Source: an optimization exercise on an open RTL-to-GDS flow (aim: small area). Production flows keep margins and buffers that such runs may drop. Function was checked by simulation only, so behaviour that the tests miss may differ from the original.

==> flow/design.v (outline; a module is shown in full before it is edited, if it fits) <==
// module altitude_reflex_chip: 2578 lines
// module reflex_fa: 4 lines
// module reflex_ha: 4 lines
module altitude_reflex_chip (
    input wire clk,
    input wire rst_n,
    input wire signed [15:0] altitude_current,
    input wire signed [15:0] altitude_target,
    input wire signed [15:0] velocity_z,
    input wire signed [15:0] accel_z,
    input wire [7:0] compliance,
    input wire signed [15:0] pid_kp,
    input wire signed [15:0] pid_ki,
    input wire signed [15:0] pid_kd,
    output wire signed [15:0] thrust_output,
    output reg control_valid
);
  // ...
==> flow/flow/run.sh <==
#!/bin/bash
# The standard layout (the standard.sh) with these changes:
#  - synthesis is the standard synthesis (synth_recipe.tcl and ORFS's
#    synth.tcl, unchanged but for one line) with ABC's technology-mapping
#    script replaced by flow/abc_area_amap.script (area-oriented mapping);
#    registers, flattening and renaming are exactly as in the standard synthesis;
#  - every input and output port gets a sky130_fd_sc_hd__buf_1 buffer;
#  - the buffers that synthesis inserted are removed once at floorplan and
#    global placement is not timing driven (the design meets timing with margin);
#  - clock tree synthesis uses clkbuf_4/clkbuf_8 and inserts no dummy loads.
# Each tool's full output is in standard.log (and ORFS's own logs under orfs/logs).
set -o pipefail
HERE=$(pwd)
F=$HERE/flow
sed "s#\$::env(SCRIPTS_DIR)/abc_area.script#$F/abc_area_amap.script#" \
  "$FLOW_HOME/scripts/synth_preamble.tcl" > "$HERE/synth_preamble_amap.tcl"
sed "s#source \$::env(SCRIPTS_DIR)/synth_preamble.tcl#source $HERE/synth_preamble_amap.tcl#" \
  "$FLOW_HOME/scripts/synth.tcl" > "$HERE/synth_amap.tcl"
sed "s#source \$::env(SCRIPTS_DIR)/synth.tcl#source $HERE/synth_amap.tcl#" \
  "$HERE/synth_recipe.tcl" > "$HERE/synth_recipe_amap.tcl"
for f in synth_preamble_amap.tcl synth_amap.tcl synth_recipe_amap.tcl; do
  [ -s "$HERE/$f" ] || { echo "empty $f" > flow_error.log; exit 1; }
done
grep -q "abc_area_amap.script" "$HERE/synth_preamble_amap.tcl" || { echo "preamble edit failed" > flow_error.log; exit 1; }
grep -q "synth_preamble_amap.tcl" "$HERE/synth_amap.tcl" || { echo "synth edit failed" > flow_error.log; exit 1; }
grep -q "synth_amap.tcl" "$HERE/synth_recipe_amap.tcl" || { echo "synth_recipe edit failed" > flow_error.log; exit 1; }
export BUFFER_PORTS_ARGS="-buffer_cell sky130_fd_sc_hd__buf_1"
export CTS_ARGS="-sink_clustering_enable -repair_clock_nets -dont_use_dummy_load -buf_list {sky130_fd_sc_hd__clkbuf_4 sky130_fd_sc_hd__clkbuf_8}"
bash standard.sh SYNTH_SCRIPT="$HERE/synth_recipe_amap.tcl" REMOVE_ABC_BUFFERS=1 GPL_TIMING_DRIVEN=0 > standard.log 2>&1
==> flow/flow/abc_area_amap.script <==
strash
dch -f
amap
topo
dnsize -c
==> flow/standard.sh <==
#!/bin/bash
# synth_recipe.tcl (not shown) runs the flow's synth.tcl, then flattens the netlist and writes it again
# the make line also repeats each setting of config.mk as NAME=value (left out here)
make -C /OpenROAD-flow-scripts/flow DESIGN_CONFIG=/design/flow/config.mk WORK_HOME=/design/flow/orfs CLKGATE_MAP_FILE= SYNTH_SCRIPT=/design/flow/synth_recipe.tcl "${@:-finish}"
==> flow/config.mk <==
export PLATFORM = sky130hd
export DESIGN_NAME = altitude_reflex_chip
export DESIGN_NICKNAME = altitude_reflex_chip
export VERILOG_FILES = /design/flow/design.v
export SDC_FILE = /design/flow/constraint.sdc
export NUM_CORES = 4
export LEC_CHECK = 0
export ABC_AREA = 1
export CAP_MARGIN = 20
export CORE_MARGIN = 2
export CORE_UTILIZATION = 40
export SLEW_MARGIN = 20
export SYNTH_HIERARCHICAL = 1
==> flow/constraint.sdc <==
create_clock -name core_clock -period 25.0 [get_ports {clk}]
set_input_delay 5.0000 -clock core_clock [delete_from_list [all_inputs] [get_ports {clk}]]
set_output_delay 5.0000 -clock core_clock [all_outputs]
set_load 0.01 [all_outputs]
==> impl_metrics.env, run 1 <==
export IMPL_max_cap_violations=0
export IMPL_reg2reg_depth=53
export IMPL_synthTopCellsByArea="fa_1 45%, o22ai_1 13%, o21ai_0 9.4%"
export IMPL_htreeDepth=3
export IMPL_cts_setup_buffers=0
export IMPL_diodes=2
export IMPL_min_to="derivative[0]"
export IMPL_clock_latency_ns=0.38
export IMPL_dr_wl_met2_um=34900
export IMPL_clkCellAreaFrac_pct=0.536
export IMPL_worstHoldStart="last_error[0]"
export IMPL_grt_pass1_vias=20661
export IMPL_final_common_cell="fa_1"
export IMPL_fin_ws_ns=0.898
export IMPL_overflow=0
export IMPL_wl_um=78600
export IMPL_nClkBuffers=9
export IMPL_cts_made_buffers=9
export IMPL_gp_congestion=0.940
export IMPL_yosys_top_cells_count="481 x fa_1, 462 x o22ai_1, 418 x nand2_1, 402 x o21ai_0, 210 x clkinv_1"
export IMPL_period_minus_slack_ns=24.10
export IMPL_placed_area_um2=22900
export IMPL_r2r_end="thrust[9]"
export IMPL_seq_cell_count=61
export IMPL_cts_resized=0
export IMPL_io_pins=139
export IMPL_areaGrowthSynthToFinish_pct=7.90
export IMPL_status="timing/DRC/antenna clean"
export IMPL_yosys_area_share_simple_pct=11.2
export IMPL_hold_slack_ns=0.557
export IMPL_grt_pass1_wl_um=122000
export IMPL_crit_start="altitude_target[0]"
export IMPL_first_pass_iters=8
export IMPL_rows=84
export IMPL_via_per_inst=6.33
export IMPL_grt_use_met3_pct=6.16
export IMPL_ant_nets=0
export IMPL_synth_compound_area_share_pct=27.0
export IMPL_fill_cells=5271
==> run 2: changes to the inputs <==
--- a/flow/config.mk
+++ b/flow/config.mk
@@ -8,6 +8,6 @@
 export ABC_AREA = 1
 export CAP_MARGIN = 20
 export CORE_MARGIN = 2
-export CORE_UTILIZATION = 40
+export CORE_UTILIZATION = 60
 export SLEW_MARGIN = 20
 export SYNTH_HIERARCHICAL = 1
==> impl_metrics.env, run 2 <==
export IMPL_rows=69
export IMPL_wl_um=76500
export IMPL_ys_flop_type="dfrtp_1"
export IMPL_vias=21171
export IMPL_drc=0
export IMPL_slew_viol_final=0
export IMPL_setup_viol=0
export IMPL_largest_reg_flops=17
export IMPL_timing_final_hold_violations=0
export IMPL_grt_setup_unrepaired="no"
export IMPL_die_y_um=193
export IMPL_multi_input_area_um2=19100
export IMPL_status="timing/DRC/antenna clean"
export IMPL_cpPeakStageDelay_ns=0.94
export IMPL_top_register="integral"
export IMPL_fin_ws_ns=0.916
export IMPL_final_cells=3077
export IMPL_synth_mux_area_share_pct=0
export IMPL_clk_pin_slew_ns=0.11
export IMPL_globalRouteTotalUtil_pct=42.4
export IMPL_io_pins=139
export IMPL_first_pass_iters=9
export IMPL_yosys_area_share_simple_pct=11.2
export IMPL_reg2reg_depth=49
export IMPL_whs_path_depth=2
export IMPL_crit_slowest_cell="clkinv_1"
export IMPL_seq_area_um2=1530
export IMPL_synth_xor_area_share_pct=0
export IMPL_cp_end_kind="flop"
export IMPL_ctsLongestPathBuffers=2
export IMPL_start_util_pct=60.5
export IMPL_overflow=0
export IMPL_syn_inst=2470
export IMPL_cp_start_kind="input pin"
export IMPL_synth_area_um2=21400
export IMPL_synth_top_family_by_area="adder cells"
export IMPL_yosys_cell_count_top_type="fa_1"
export IMPL_antenna_found_initial=4
export IMPL_clock_latency_ns=0.38
export IMPL_initialDrtViolationCount=2494
export IMPL_areaGrowthSynthToFinish_pct=6.39
export IMPL_finClkSkew_ns=0.0407
export IMPL_reg_top3="integral (17), derivative (16), last_error (16)"
export IMPL_fill_cells=3088
export IMPL_layout_common_cells="481 x fa_1, 461 x o22ai_1, 418 x nand2_1"
export IMPL_grt_pass1_vias=20438
export IMPL_cp_max_fo=17
export IMPL_tightest_slew_ns=1.16
export IMPL_synthAdderAreaFrac_pct=50.7
export IMPL_ys_seq_area_share_pct=7.13
export IMPL_cts_resized=0
export IMPL_clock_sinks=61
export IMPL_dp_slack_ns=0.276
export IMPL_fp_coreArea_um2=35400
export IMPL_critPathKind="in2reg"
export IMPL_worstPathArrival_ns=24.30
export IMPL_yosys_top_cells_count="481 x fa_1, 462 x o22ai_1, 418 x nand2_1, 402 x o21ai_0, 210 x clkinv_1"
export IMPL_cts_made_buffers=9
export IMPL_htreeDepth=3
export IMPL_fin_crit_sh_pct=96.3
export IMPL_synth_edf_count=0
export IMPL_wl_per_cell_um=24.9
export IMPL_gp_congestion=0.973
export IMPL_die_area_um2=37200
export IMPL_place_hpwl_um=59200
export IMPL_cts_root_buf="clkbuf_8"
export IMPL_die_width_um=193
export IMPL_grt_pass1_wl_um=117000
export IMPL_place_inst=3064
export IMPL_synth_top_cell_by_area="fa_1"
export IMPL_max_freq_ghz=0.0415
export IMPL_synth_compound_area_share_pct=27.0
export IMPL_crit_top_cell="fa_1"
export IMPL_ys_warn_count=7
export IMPL_synth_seq_cells=61
export IMPL_cp_required_ns=25.22
export IMPL_synth_top_area_share_pct=45.0
export IMPL_drive_above_1_share_pct=1.61
export IMPL_period_minus_slack_ns=24.08
export IMPL_hp_class="reg2reg"
export IMPL_cts_setup_buffers=0
export IMPL_async_reset_ff_share_pct=100
export IMPL_via_per_inst=6.88
export IMPL_slew_headroom_pct=21.9
export IMPL_max_cap_violations=0
export IMPL_final_common_cell="fa_1"
export IMPL_cts_tree="built"
export IMPL_portBuffers=128
export IMPL_hold_slack_ns=0.577
export IMPL_ant_nets=0
export IMPL_yosysUniqueCellTypes=45
export IMPL_syn_avg_cell_area_um2=8.67
export IMPL_synthTopCellsByArea="fa_1 45%, o22ai_1 13%, o21ai_0 9.4%"
export IMPL_grt_max_degree=41
export IMPL_hold_buffers=0
export IMPL_utilization_pct=64.4
export IMPL_fin_nets=3317
==> run 2: worst paths after layout <==
path / startpoint / to / slack (ns)
hold / removal: last_error[12] / derivative[12] / 0.58
setup reg to reg: integral[15] / thrust[9] / 7.46
max in group asynchronous: rst_n / last_error[1] / 19.86
hold reg to reg: last_error[12] / derivative[12] / 0.58
setup / recovery: altitude_target[0] / thrust[9] / 0.92
min in group asynchronous: rst_n / thrust[0] / 4.45
==> run 2: cells by family (layout without fill, tap and decap cells) <==
family | count (synthesis) | count (layout)
other | 1 | 4
and+or+nand+nor | 609 | 609
adders and majority gates | 580 | 580
AOI/OAI and AO/OA | 1003 | 1003
DFF | 61 | 61
buffers and inverters | 216 | 359
==> run 2: stage by stage <==
step	instance area (um2)	TNS, ns
floorplan	21400	0
global placement	22400	-3.24
detailed placement	22600	0
CTS	22800	0
global route	22800	0
finish	22800	0
==> run 2: area by class of cell <==
| type | instances | share of cell area, % |
|---|---|---|
| clock buffer | 9 | 0.544 |
| tap | 461 | 2.53 |
| sequential | 61 | 6.70 |
| multi-input combinational | 2193 | 84.0 |
| antenna | 3 | 0.0329 |
| timing repair buffer | 140 | 2.76 |
| inverter | 210 | 3.46 |
==> run 2: modules after synthesis (local to each module, per instance) <==
module / copies in the design / cell area (um2) / cells
reflex_fa: 468 / 20.0 / 1
reflex_ha: 38 / 12.5 / 1
altitude_reflex_chip: 1 / 11600 / 1964
==> run 2: worst max-delay path, delay by kind of cell <==
family                     cells  cell delay [ns]
adders and majority gates     27            11.54
AOI/OAI and AO/OA             18             3.95
and+or+nand+nor               12             2.26
buffers and inverters          5             1.52
==> run 2: per-layer routing <==
metal	global-route usage (%)	part of all wire, %
met1	54.3	36
met2	65.6	44
met3	10.7	12
met4	24.9	7.2
met5	0	0.034
==> run 3: changes to the inputs <==
--- a/flow/config.mk
+++ b/flow/config.mk
@@ -6,8 +6,8 @@
 export NUM_CORES = 4
 export LEC_CHECK = 0
 export ABC_AREA = 1
-export CAP_MARGIN = 20
+export CAP_MARGIN = 5
 export CORE_MARGIN = 2
-export CORE_UTILIZATION = 60
-export SLEW_MARGIN = 20
+export CORE_UTILIZATION = 40
+export SLEW_MARGIN = 5
 export SYNTH_HIERARCHICAL = 1
==> impl_metrics.env, run 3 <==
export IMPL_status="timing/DRC/antenna clean"
export IMPL_hold_slack_ns=0.565
export IMPL_r2r_end="thrust[9]"
export IMPL_grt_pass1_vias=20661
export IMPL_utilization_pct=43.7
export IMPL_cts_setup_buffers=0
export IMPL_via_per_inst=6.30
export IMPL_first_pass_iters=7
export IMPL_clock_latency_ns=0.38
export IMPL_clock_sinks=61
export IMPL_slew_viol_final=0
export IMPL_ant_nets=0
export IMPL_largest_reg_flops=17
export IMPL_grt_setup_unrepaired="no"
export IMPL_start_util_pct=40.6
export IMPL_rows=84
export IMPL_crit_start="pid_ki[5]"
export IMPL_setup_viol=0
export IMPL_reg_top3="integral (17), derivative (16), last_error (16)"
export IMPL_crit_slowest_cell="nor3_1"
export IMPL_r2r_start="integral[8]"
export IMPL_cts_tree="built"
export IMPL_globalRouteTotalUtil_pct=28.5
export IMPL_clk_pin_slew_ns=0.09
export IMPL_yosysUniqueCellTypes=45
export IMPL_worstPathArrival_ns=24.40
export IMPL_wl_per_cell_um=23.7
export IMPL_synth_area_um2=21400
export IMPL_die_width_um=235
export IMPL_grt_max_degree=41
export IMPL_gp_congestion=0.940
export IMPL_die_area_um2=55400
export IMPL_critPathKind="in2reg"
export IMPL_die_y_um=235
export IMPL_htreeDepth=3
export IMPL_layout_common_cells="481 x fa_1, 461 x o22ai_1, 418 x nand2_1"
export IMPL_period_minus_slack_ns=24.17
export IMPL_ctsLongestPathBuffers=2
export IMPL_async_reset_ff_share_pct=100
export IMPL_fin_crit_sh_pct=96.7
export IMPL_initialDrtViolationCount=2101
export IMPL_timing_final_hold_violations=0
export IMPL_cp_start_kind="input pin"
export IMPL_fin_nets=3322
export IMPL_worstHoldStart="last_error[0]"
export IMPL_min_to="derivative[0]"
export IMPL_yosys_top_cells_count="481 x fa_1, 462 x o22ai_1, 418 x nand2_1, 402 x o21ai_0, 210 x clkinv_1"
export IMPL_hold_buffers=0
export IMPL_cts_resized=0
export IMPL_drive_above_1_share_pct=1.45
export IMPL_yosys_cell_count_top_type="fa_1"
export IMPL_synth_top_cell_by_area="fa_1"
export IMPL_cts_root_buf="clkbuf_8"
export IMPL_reg2reg_depth=53
export IMPL_slew_headroom_pct=12.7
export IMPL_synth_top_area_share_pct=45.0
export IMPL_syn_inst=2470
export IMPL_multi_input_area_um2=19100
export IMPL_final_common_cell="fa_1"
export IMPL_io_pins=139
export IMPL_whs_path_depth=2
export IMPL_synth_edf_count=0
export IMPL_ys_warn_count=7
export IMPL_setup_tns_ns=0
export IMPL_wl_um=78300
export IMPL_ys_flop_type="dfrtp_1"
export IMPL_cp_required_ns=25.23
export IMPL_portBuffers=128
export IMPL_cp_end_kind="flop"
export IMPL_overflow=0
export IMPL_finClkSkew_ns=0.0297
export IMPL_cpPeakStageDelay_ns=0.98
export IMPL_synthTopCellsByArea="fa_1 45%, o22ai_1 13%, o21ai_0 9.4%"
export IMPL_fill_cells=5248
export IMPL_fp_coreArea_um2=52800
export IMPL_crit_top_cell="fa_1"
export IMPL_synth_seq_cells=61
export IMPL_grt_pass1_wl_um=122000
export IMPL_top_register="integral"
export IMPL_tightest_slew_ns=1.31
export IMPL_cp_max_fo=36
export IMPL_drc=0
export IMPL_max_freq_ghz=0.0414
export IMPL_ys_seq_area_share_pct=7.13
export IMPL_cts_made_buffers=9
export IMPL_seq_area_um2=1530
export IMPL_fin_ws_ns=0.835
export IMPL_syn_avg_cell_area_um2=8.67
export IMPL_antenna_found_initial=2
export IMPL_max_cap_violations=0
export IMPL_areaGrowthSynthToFinish_pct=7.75
export IMPL_hp_class="reg2reg"
export IMPL_vias=20832
export IMPL_regToRegSetupSlack_ns=7.37
export IMPL_place_hpwl_um=61600
export IMPL_dp_slack_ns=0.759
-- run 3: changes by cell type in the layout (fill, tap and decap cells not counted), sizes merged --
cell and change:
buf +5
-- run 3: kinds of logic (layout without fill, tap and decap cells) --
group,after synthesis,count (layout),share of synthesized area (%)
simple gates,609,609,11.2
flops,61,61,7.13
fa+ha+maj,580,580,50.7
buf+inv,216,364,3.87
other cells,1,4,0.0175
compound gates,1003,1003,27.0
-- run 3: stage by stage --
step                      cell area (um2)  cells
final                               23100   3309
after global routing                23100   3306
after CTS                           23100   3304
after detailed placement            22900   3295
after global placement              22700   3280
after floorplan                     21400   2464
-- run 3: worst max path at each step --
stage                      to  depth (start not counted)
global placement    thrust[9]                         65
detailed placement  thrust[9]                         57
CTS                 thrust[9]                         57
global route        thrust[9]                         57
floorplan           thrust[9]                         59
finish              thrust[9]                         57
-- run 3: final cells by class --
| class | count | area share, % |
|---|---|---|
| multi-input cells | 2193 | 82.8 |
| inverters | 210 | 3.42 |
| repair buffers | 145 | 2.91 |
| clock buffers | 9 | 0.537 |
| diodes | 3 | 0.0325 |
| flip-flops and latches | 61 | 6.61 |
| well taps | 688 | 3.73 |
-- run 3: Yosys stat by module, one instance, submodules excluded --
| module | flip-flops and latches | cells inside |
|---|---|---|
| altitude_reflex_chip | 61 | 1964 |
| reflex_fa | 0 | 1 |
| reflex_ha | 0 | 1 |
-- run 3: per-layer routing --
metal  global-route usage (%)  routed length, um
met5                        0                 13
met4                     10.0               2910
met3                     6.04               8370
met2                     44.5              35000
met1                     39.2              32000
-- run 3: worst max-delay path, delay by kind of cell --
family	cells	cell delay (ns)
fa+ha+maj	28	11.39
simple gates	13	3.21
buf+inv	4	1.96
compound gates	12	2.81

## re-timing with driven ports
How much do the figures lean on ideal ports? The routed layouts below were timed once more, with nothing changed but the port constraints. Step 1 sets driving cells, clkbuf_16 on the clock port and buf_2 on the other inputs (assumed; they add their load-dependent delay and slew). Step 2 times the ports against the registers' clock, not the clock port: input delays grow and output delays shrink by t, the midpoint of the rising clock arrivals with the driver on. Three values: no drivers, after step 1, after step 2; two values: the first two.
| run | t, ns | slack for setup (ns) | latest minus earliest clock arrival (ns) | worst register clock-pin slew, ns |
|---|---|---|---|---|
| run 1 | 0.414 | 0.898 / 0.926 / 0.512 | 0.036 / 0.036 | 0.09 / 0.09 |
| run 2 | 0.402 | 0.916 / 0.937 / 0.535 | 0.040 / 0.041 | 0.11 / 0.11 |
| run 3 | 0.404 | 0.835 / 0.850 / 0.446 | 0.035 / 0.035 | 0.09 / 0.09 |
After both steps setup and hold are still met in every run listed. The setup slack of run 3, which loses most, moves by +0.015 ns with the drivers and by -0.389 ns with both steps.
